Source: an optimization exercise on an open RTL-to-GDS flow (aim: small area, a short achievable clock period and few clock cycles). Production flows keep margins and buffers that such runs may drop.
Only simulation tests tie the RTL to the original design; equivalence was not proved.

green:
==> flow/design.v <==
module geofence (clk, reset, X, Y, valid, is_inside);
  input clk;
  input reset;
  input [9:0] X;
  input [9:0] Y;
  output reg valid;
  output reg is_inside;
  localparam S_IN = 2'd0, S_SCAN = 2'd1, S_PAIR = 2'd2, S_WAIT = 2'd3;
  reg [1:0] st;
  reg [3:0] cnt;
  reg [2:0] scfg;
  reg [2:0] mask;
  reg [1:0] tp;
  reg       opp, hf;
  reg [2:0] ph, rnd;
  reg       res_q, rpos_q;
  reg       dec, wrd, wrc;    
  reg       win, wout;        
  reg       vC, vD, vE;
  reg [4:0] mC, mD;
  reg [5:1] cmpm;
  reg [9:0] tx, ty;
  always @(posedge clk) if (st == S_IN && cnt == 4'd1) begin tx <= X; ty <= Y; end
  wire [10:0] dxp = {1'b0, X} - {1'b0, tx};
  wire [10:0] dxm = {1'b0, tx} - {1'b0, X};
  wire [10:0] dyp = {1'b0, Y} - {1'b0, ty};
  wire [10:0] dym = {1'b0, ty} - {1'b0, Y};
  wire        sxn = dxp[10];
  wire        syn = dyp[10];
  wire [9:0]  mxn = sxn ? dxm[9:0] : dxp[9:0];
  wire [9:0]  myn = syn ? dym[9:0] : dyp[9:0];
  reg [21:0] dr0, dr1, dr2, dr3, dr4, dr5;
  wire wr_d = wrd;
  always @(posedge clk) begin
    dr0 <= wr_d ? {sxn, mxn, syn, myn} : dr5;
    dr1 <= dr0; dr2 <= dr1; dr3 <= dr2; dr4 <= dr3; dr5 <= dr4;
  end
  wire       bsx = dr0[21];
  wire [9:0] bax = dr0[20:11];
  wire       bsy = dr0[10];
  wire [9:0] bay = dr0[9:0];
  wire nzx = |bax;
  wire nzy = |bay;
  wire q0 = ~bsx & nzx & ~bsy;
  wire q1 = (bsx | ~nzx) & ~bsy & nzy;
  wire q3 = ~bsx & bsy;
  wire [1:0] quad = {~q0 & ~q1, q1 | q3};
  wire odd = q1 | q3;
  wire lex = bay <= bax;
  wire eqx = bay == bax;
  wire half0 = odd ? (~lex | eqx) : lex;
  reg [9:0] ra, rb;         
  wire fb_a, fb_b;
  wire [9:0] n0 = fb_b ? rb : (fb_a ? ra : (lex ? bay : bax));
  wire [9:0] mxv = lex ? bax : bay;
  wire [11:0] x3 = {2'b00, bax} + {1'b0, bax, 1'b0};
  wire [11:0] y3 = {2'b00, bay} + {1'b0, bay, 1'b0};
  wire [11:0] mx3 = lex ? x3 : y3;
  reg [9:0] br, bd;
  reg [11:0] bd3;
  reg [1:0] bquad;
  reg       bh1;
  always @(posedge clk) begin
    br <= n0; bd <= mxv; bd3 <= mx3; bquad <= quad; bh1 <= ~half0;
  end
  function [11:0] r4step;
    input [9:0] r;
    input [9:0] d;
    input [11:0] d3;
    reg [12:0] t1, t2, t3;
    begin
      t1 = {1'b0, r, 2'b00} - {3'b000, d};
      t2 = {1'b0, r, 2'b00} - {2'b00, d, 1'b0};
      t3 = {1'b0, r, 2'b00} - {1'b0, d3};
      if (!t3[12])      r4step = {2'd3, t3[9:0]};
      else if (!t2[12]) r4step = {2'd2, t2[9:0]};
      else if (!t1[12]) r4step = {2'd1, t1[9:0]};
      else              r4step = {2'd0, r[7:0], 2'b00};
    end
  endfunction
  wire [11:0] sc = r4step(br, bd, bd3);
  reg [9:0] cr, cd;
  reg [11:0] cd3;
  reg [1:0] csub, cquad;     
  reg       ch1;
  always @(posedge clk) begin
    cr <= sc[9:0]; cd <= bd; cd3 <= bd3; csub <= sc[11:10] ^ {2{bh1}}; cquad <= bquad; ch1 <= bh1;
  end
  wire [11:0] sd = r4step(cr, cd, cd3);
  wire [1:0]  cq = csub ^ {2{ch1}};
  wire [3:0]  q4 = {cq, sd[11:10]};
  wire [9:0]  rem = sd[9:0];
  wire [6:0]  code = {cquad, ch1, csub, ch1 ? ~sd[11:10] : sd[11:10]};
  reg [9:0] e0, e1, e2, e3, e4, e5;
  wire [9:0] ev [0:5];
  assign ev[0] = e0; assign ev[1] = e1; assign ev[2] = e2;
  assign ev[3] = e3; assign ev[4] = e4; assign ev[5] = e5;
  genvar g;
  wire [6:0] cC = {bquad, bh1, 4'd0};
  wire [6:0] cD = {cquad, ch1, csub, 2'd0};
  wire [6:0] oC [0:4];
  assign oC[0] = cD; assign oC[1] = e0[9:3]; assign oC[2] = e1[9:3]; assign oC[3] = e2[9:3]; assign oC[4] = e3[9:3];
  reg  [4:0] ltC, eqC, ltD, eqD;
  wire [4:0] lC, qC, lD, qD, lE, qE;
  wire [4:0] dC, dD, dE;    
  generate
    for (g = 0; g < 5; g = g + 1) begin : icg
      assign lC[g] = oC[g][5:4] > cC[5:4];
      assign qC[g] = oC[g][5:4] == cC[5:4];
      assign dC[g] = cC[6] ^ oC[g][6] ^ lC[g];
      assign lD[g] = ltC[g] | (eqC[g] & (cD[3:2] < ev[g][6:5]));
      assign qD[g] = eqC[g] & (cD[3:2] == ev[g][6:5]);
      assign dD[g] = cD[6] ^ ev[g][9] ^ lD[g];
      assign lE[g] = ltD[g] | (eqD[g] & (e0[4:3] < ev[g+1][4:3]));
      assign qE[g] = eqD[g] & (e0[4:3] == ev[g+1][4:3]);
      assign dE[g] = e0[9] ^ ev[g+1][9] ^ lE[g];
    end
  endgenerate
  always @(posedge clk) begin
    ltC <= lC; eqC <= qC; ltD <= lD; eqD <= qD;
  end
  wire [4:0] ene = cmpm;
  wire [4:0] enD = mD & {5{vD}};
  wire [4:0] enC = mC & {5{vC}};
  wire [4:0] pE = ene & ~qE & ~dE, nE = ene & ~qE & dE, aE = ene & qE;
  wire [4:0] pD = enD & ~qD & ~dD, nD = enD & ~qD & dD, aD = enD & qD;
  wire [4:0] pC = enC & ~qC & ~dC, nC = enC & ~qC & dC, aC = enC & qC;
  wire [2:0] ua = rpos_q ? 3'b100 : 3'b010;
  wire [2:0] ub = rpos_q ? 3'b010 : 3'b100;
  wire [2:0] apos = (tp == 2'd1) ? 3'd0 : (3'd7 - {1'b0, tp});    
  wire [2:0] upd [0:5];
  wire [2:0] fin [0:5];
  generate
    for (g = 0; g < 6; g = g + 1) begin : updg
      assign fin[g] = (g == 0) ? {|nE, |pE, |aE}
                               : {pE[g-1], nE[g-1], aE[g-1]};
      wire [2:0] u_fb = (res_q && g == 1) ? ub :
                        (res_q && g == apos) ? ua : 3'b000;
      assign upd[g] = fin[g] | u_fb;
    end
  endgenerate
  wire wr_c = wrc;
  always @(posedge clk) begin
    e0 <= wr_c ? {code, 3'b000} : (e5 | {7'd0, upd[5]});
    e1 <= e0 | {7'd0, upd[0]};
    e2 <= e1 | {7'd0, upd[1]};
    e3 <= e2 | {7'd0, upd[2]};
    e4 <= e3 | {7'd0, upd[3]};
    e5 <= e4 | {7'd0, upd[4]};
  end
  wire [5:0] cur = {cmpm, vE};
  wire [5:0] rP, rN, rA;
  generate
    for (g = 0; g < 6; g = g + 1) begin : rfg
      wire fromD_p = (g < 5) ? pD[g] : 1'b0;
      wire fromD_n = (g < 5) ? nD[g] : 1'b0;
      wire fromD_a = (g < 5) ? aD[g] : 1'b0;
      wire fromC_p = (g < 4) ? pC[g+1] : 1'b0;
      wire fromC_n = (g < 4) ? nC[g+1] : 1'b0;
      wire fromC_a = (g < 4) ? aC[g+1] : 1'b0;
      assign rP[g] = ev[g][2] | fin[g][2] | fromD_p | fromC_p;
      assign rN[g] = ev[g][1] | fin[g][1] | fromD_n | fromC_n;
      assign rA[g] = ev[g][0] | fin[g][0] | fromD_a | fromC_a;
    end
  endgenerate
  wire dP = |nD | pC[0], dN = |pD | nC[0], dA = |aD | aC[0];
  wire kP = |nC,         kN = |pC,         kA = |aC;
  wire [7:0] pv = {vC, vD, cur};
  wire [7:0] aP = {kP, dP, rP};
  wire [7:0] aN = {kN, dN, rN};
  wire [7:0] aA = {kA, dA, rA};
  wire ins  = &(~pv | (aP & aN));
  wire outs = |(pv & ~aA & ~(aP & aN));
  wire dok  = ~valid & ((win & ins) | (wout & outs));
  wire [5:0] sP = {e5[2], e4[2], e3[2], e2[2], e1[2], e0[2]};
  wire [5:0] sN = {e5[1], e4[1], e3[1], e2[1], e1[1], e0[1]};
  wire ins_now = &(sP & sN);
  reg nb1, nb2, nb3;
  always @(posedge clk) begin
    nb1 <= e2[8:3] == e3[8:3];
    nb2 <= e2[8:3] == e4[8:3];
    nb3 <= e2[8:3] == e5[8:3];
  end
  wire amb1 = nb1;
  wire amb2 = nb2;
  wire amb3 = nb3 && (scfg < 3'd3);
  wire [2:0] pend = {amb3, amb2, amb1} & ~mask;
  wire [1:0] tsel = pend[0] ? 2'd1 : (pend[1] ? 2'd2 : 2'd3);
  wire [2:0] tbit = pend[0] ? 3'b001 : (pend[1] ? 3'b010 : 3'b100);
  wire       eb9 = (tsel == 2'd1) ? e4[9] : ((tsel == 2'd2) ? e5[9] : e0[9]);
  wire inp = (st == S_PAIR);
  assign fb_a = inp && (ph == 3'd0) && (rnd != 3'd0);
  assign fb_b = inp && (rnd != 3'd0) &&
                ((tp == 2'd1) ? (ph == 3'd5) : (tp == 2'd2) ? (ph == 3'd4) : (ph == 3'd3));
  wire a_d = inp && (ph == 3'd2);
  wire b_d = inp && ((tp == 2'd1) ? (ph == 3'd1 && rnd != 3'd0) :
                     (tp == 2'd2) ? (ph == 3'd0 && rnd != 3'd0) : (ph == 3'd5));
  wire [2:0] brnd = (tp == 2'd3) ? rnd : rnd - 3'd1;
  reg [3:0] ba, qb;
  reg       bchk, blast;
  wire differ = qb != ba;
  wire res = bchk && (differ || blast);
  wire rpos = differ & ((qb > ba) ^ hf ^ opp);
  always @(posedge clk) begin
    if (a_d) begin
      ra <= rem;
      ba <= q4;
    end
    if (b_d) rb <= rem;
    qb <= q4;
    bchk <= b_d && (brnd != 3'd0);
    blast <= brnd == 3'd5;
  end
  wire fin_scan = (st == S_SCAN) && (ins_now || (pend == 3'd0 && scfg == 3'd5));
  always @(posedge clk) begin
    vD <= vC; mD <= mC;
    vE <= vD; cmpm <= mD;
    vC <= (st == S_IN) && !valid && (cnt >= 4'd3) && (cnt <= 4'd8);
    case (cnt)
      4'd4: mC <= 5'b00001;
      4'd5: mC <= 5'b00011;
      4'd6: mC <= 5'b00111;
      4'd7: mC <= 5'b01111;
      4'd8: mC <= 5'b11111;
      default: mC <= 5'b00000;
    endcase
    is_inside <= (st == S_SCAN) ? ins_now : ins;
  end
  always @(posedge clk or posedge reset) begin
    if (reset) begin
      st <= S_IN;
      cnt <= 4'd1;
      scfg <= 3'd0;
      mask <= 3'd0;
      tp <= 2'd1;
      opp <= 1'b0;
      hf <= 1'b0;
      ph <= 3'd0;
      rnd <= 3'd0;
      res_q <= 1'b0;
      rpos_q <= 1'b0;
      dec <= 1'b0;
      win <= 1'b0;
      wout <= 1'b0;
      wrd <= 1'b0;
      wrc <= 1'b0;
      valid <= 1'b0;
    end else begin
      res_q <= res;
      rpos_q <= rpos;
      dec <= (st == S_IN && !valid && cnt == 4'd10);
      win <= (st == S_IN && !valid && cnt >= 4'd6 && cnt <= 4'd10);
      wout <= (st == S_IN && !valid && cnt >= 4'd8 && cnt <= 4'd10);
      wrd <= (st == S_IN && !valid && cnt >= 4'd1 && cnt <= 4'd6);
      wrc <= (st == S_IN && !valid && cnt >= 4'd4 && cnt <= 4'd9);
      valid <= ((st == S_IN) && dok) || fin_scan;
      case (st)
        S_IN: begin
          scfg <= 3'd0;
          mask <= 3'd0;
          cnt <= valid ? 4'd1 : cnt + 4'd1;
          if (!valid && dec && !ins && !outs)
            st <= S_SCAN;
        end
        S_SCAN: begin
          if (fin_scan) begin
            st <= S_IN;
            cnt <= 4'd12;
          end else if (pend == 3'd0) begin
            scfg <= scfg + 3'd1;
            mask <= 3'd0;
          end else begin
            st <= S_PAIR;
            tp <= tsel;
            mask <= mask | tbit;
            opp <= e3[9] ^ eb9;
            hf <= e3[7];
            ph <= 3'd1;
            rnd <= 3'd0;
          end
        end
        default: begin  
          if (ph == 3'd5) begin
            ph <= 3'd0;
            rnd <= rnd + 3'd1;
          end else
            ph <= ph + 3'd1;
          if (st == S_PAIR && res)
            st <= S_WAIT;
          else if (st == S_WAIT && ph == 3'd5)
            st <= S_SCAN;
        end
      endcase
    end
  end
endmodule
Settings: LEC_CHECK=0, ABC_AREA=1, ABC_CLOCK_PERIOD_IN_PS=2450, CAP_MARGIN=20, CORE_MARGIN=2, CORE_UTILIZATION=55, SETUP_SLACK_MARGIN=3.05, SLEW_MARGIN=20; clock period 5.5 ns.
run.sh (not shown) runs the stock make flow with config.mk's settings and CLKGATE_MAP_FILE= SYNTH_SCRIPT=/design/flow/synth_recipe.tcl, a recipe that flattens the netlist after the stock synthesis.
Testbench counts of green, summed over its fixed seeds: cycles 16,231.
## Diff of input files: purple against green
--- a/flow/design.v
+++ b/flow/design.v
@@ -57,13 +57,15 @@
   wire [11:0] y3 = {2'b00, bay} + {1'b0, bay, 1'b0};
   wire [11:0] mx3 = lex ? x3 : y3;
   reg [9:0] br, bd;
   reg [11:0] bd3;
   reg [1:0] bquad;
-  reg       bh1;
-  always @(posedge clk) begin
-    br <= n0; bd <= mxv; bd3 <= mx3; bquad <= quad; bh1 <= ~half0;
+  reg       bh1, bq1;
+  wire      q1y = {bay, 1'b0} >= {1'b0, bax};
+  wire      q1x = {bax, 1'b0} >= {1'b0, bay};
+  always @(posedge clk) begin
+    br <= n0; bd <= mxv; bd3 <= mx3; bquad <= quad; bh1 <= ~half0; bq1 <= lex ? q1y : q1x;
   end
   function [11:0] r4step;
     input [9:0] r;
     input [9:0] d;
     input [11:0] d3;
@@ -79,39 +81,38 @@
     end
   endfunction
   wire [11:0] sc = r4step(br, bd, bd3);
   reg [9:0] cr, cd;
   reg [11:0] cd3;
-  reg [1:0] csub, cquad;     
+  reg [1:0] cq, cquad;
   reg       ch1;
   always @(posedge clk) begin
-    cr <= sc[9:0]; cd <= bd; cd3 <= bd3; csub <= sc[11:10] ^ {2{bh1}}; cquad <= bquad; ch1 <= bh1;
+    cr <= sc[9:0]; cd <= bd; cd3 <= bd3; cq <= sc[11:10]; cquad <= bquad; ch1 <= bh1;
   end
   wire [11:0] sd = r4step(cr, cd, cd3);
-  wire [1:0]  cq = csub ^ {2{ch1}};
   wire [3:0]  q4 = {cq, sd[11:10]};
   wire [9:0]  rem = sd[9:0];
-  wire [6:0]  code = {cquad, ch1, csub, ch1 ? ~sd[11:10] : sd[11:10]};
+  wire [6:0]  code = {cquad, ch1, ch1 ? ~q4 : q4};
   reg [9:0] e0, e1, e2, e3, e4, e5;
   wire [9:0] ev [0:5];
   assign ev[0] = e0; assign ev[1] = e1; assign ev[2] = e2;
   assign ev[3] = e3; assign ev[4] = e4; assign ev[5] = e5;
   genvar g;
-  wire [6:0] cC = {bquad, bh1, 4'd0};
-  wire [6:0] cD = {cquad, ch1, csub, 2'd0};
+  wire [6:0] cC = {bquad, bh1, bh1 ^ bq1, 3'd0};
+  wire [6:0] cD = {cquad, ch1, ch1 ? ~cq : cq, 2'd0};
   wire [6:0] oC [0:4];
   assign oC[0] = cD; assign oC[1] = e0[9:3]; assign oC[2] = e1[9:3]; assign oC[3] = e2[9:3]; assign oC[4] = e3[9:3];
   reg  [4:0] ltC, eqC, ltD, eqD;
   wire [4:0] lC, qC, lD, qD, lE, qE;
   wire [4:0] dC, dD, dE;    
   generate
     for (g = 0; g < 5; g = g + 1) begin : icg
-      assign lC[g] = oC[g][5:4] > cC[5:4];
-      assign qC[g] = oC[g][5:4] == cC[5:4];
+      assign lC[g] = oC[g][5:3] > cC[5:3];
+      assign qC[g] = oC[g][5:3] == cC[5:3];
       assign dC[g] = cC[6] ^ oC[g][6] ^ lC[g];
-      assign lD[g] = ltC[g] | (eqC[g] & (cD[3:2] < ev[g][6:5]));
-      assign qD[g] = eqC[g] & (cD[3:2] == ev[g][6:5]);
+      assign lD[g] = ltC[g] | (eqC[g] & ~cD[2] & ev[g][5]);
+      assign qD[g] = eqC[g] & ~(cD[2] ^ ev[g][5]);
       assign dD[g] = cD[6] ^ ev[g][9] ^ lD[g];
       assign lE[g] = ltD[g] | (eqD[g] & (e0[4:3] < ev[g+1][4:3]));
       assign qE[g] = eqD[g] & (e0[4:3] == ev[g+1][4:3]);
       assign dE[g] = e0[9] ^ ev[g+1][9] ^ lE[g];
     end
Findings:
purple against green: post-layout minimum cycle time fell 0.080 ns; clock skew grew by 0.0072 ns; mean number of vias per cell increased about 2.3%; area used by multi-input combinational logic rose 7.5%. Taking green as the reference, in purple buffer count from post-CTS setup fixing +about 120%, number of synthesized flops with an enable pin about even, final cell count went up 103, row count increased by 1.5% relative to the old numbers, H-tree depth held. Endpoint of the worst setup timing path = rb[4]: purple; endpoint of the worst setup timing path = dr0[17]: green. Looking at wire length per cell after detailed routing, purple sits about 4.5% above green.
Testbench counts of purple, summed over its fixed seeds: cycles 15,988.

[re-timing with driven ports]
How much do the figures lean on ideal ports? The routed layouts below were timed once more, with nothing changed but the port constraints.
Step 1 (the two cells are an assumption about what drives the block):
set clk [get_ports {clk}]
set_driving_cell -lib_cell sky130_fd_sc_hd__clkbuf_16 $clk
set_driving_cell -lib_cell sky130_fd_sc_hd__buf_2 [delete_from_list [all_inputs] $clk]
Step 2 moves the port delays by t, midway between the first and last clock arrival at a register: inputs arrive t later, outputs are due t later. That takes back most of the time a late clock gives input paths.
a / b / c = ideal ports / drivers / drivers and shift; a / b = the first two.
| run | shift t [ns] | setup slack, ns | slew at the worst register clock pin (ns) | worst slew at a driven data input, ns |
|---|---|---|---|---|
| green | 0.593 | 2.830 / 2.826 / 2.233 | 0.07 / 0.07 | 0.06 |
| purple | 0.587 | 2.910 / 2.910 / 2.335 | 0.07 / 0.07 | 0.05 |
After both steps every run listed still meets setup and hold. The setup slack of green, which loses most, moves by -0.004 ns with the drivers and by -0.597 ns with both steps.
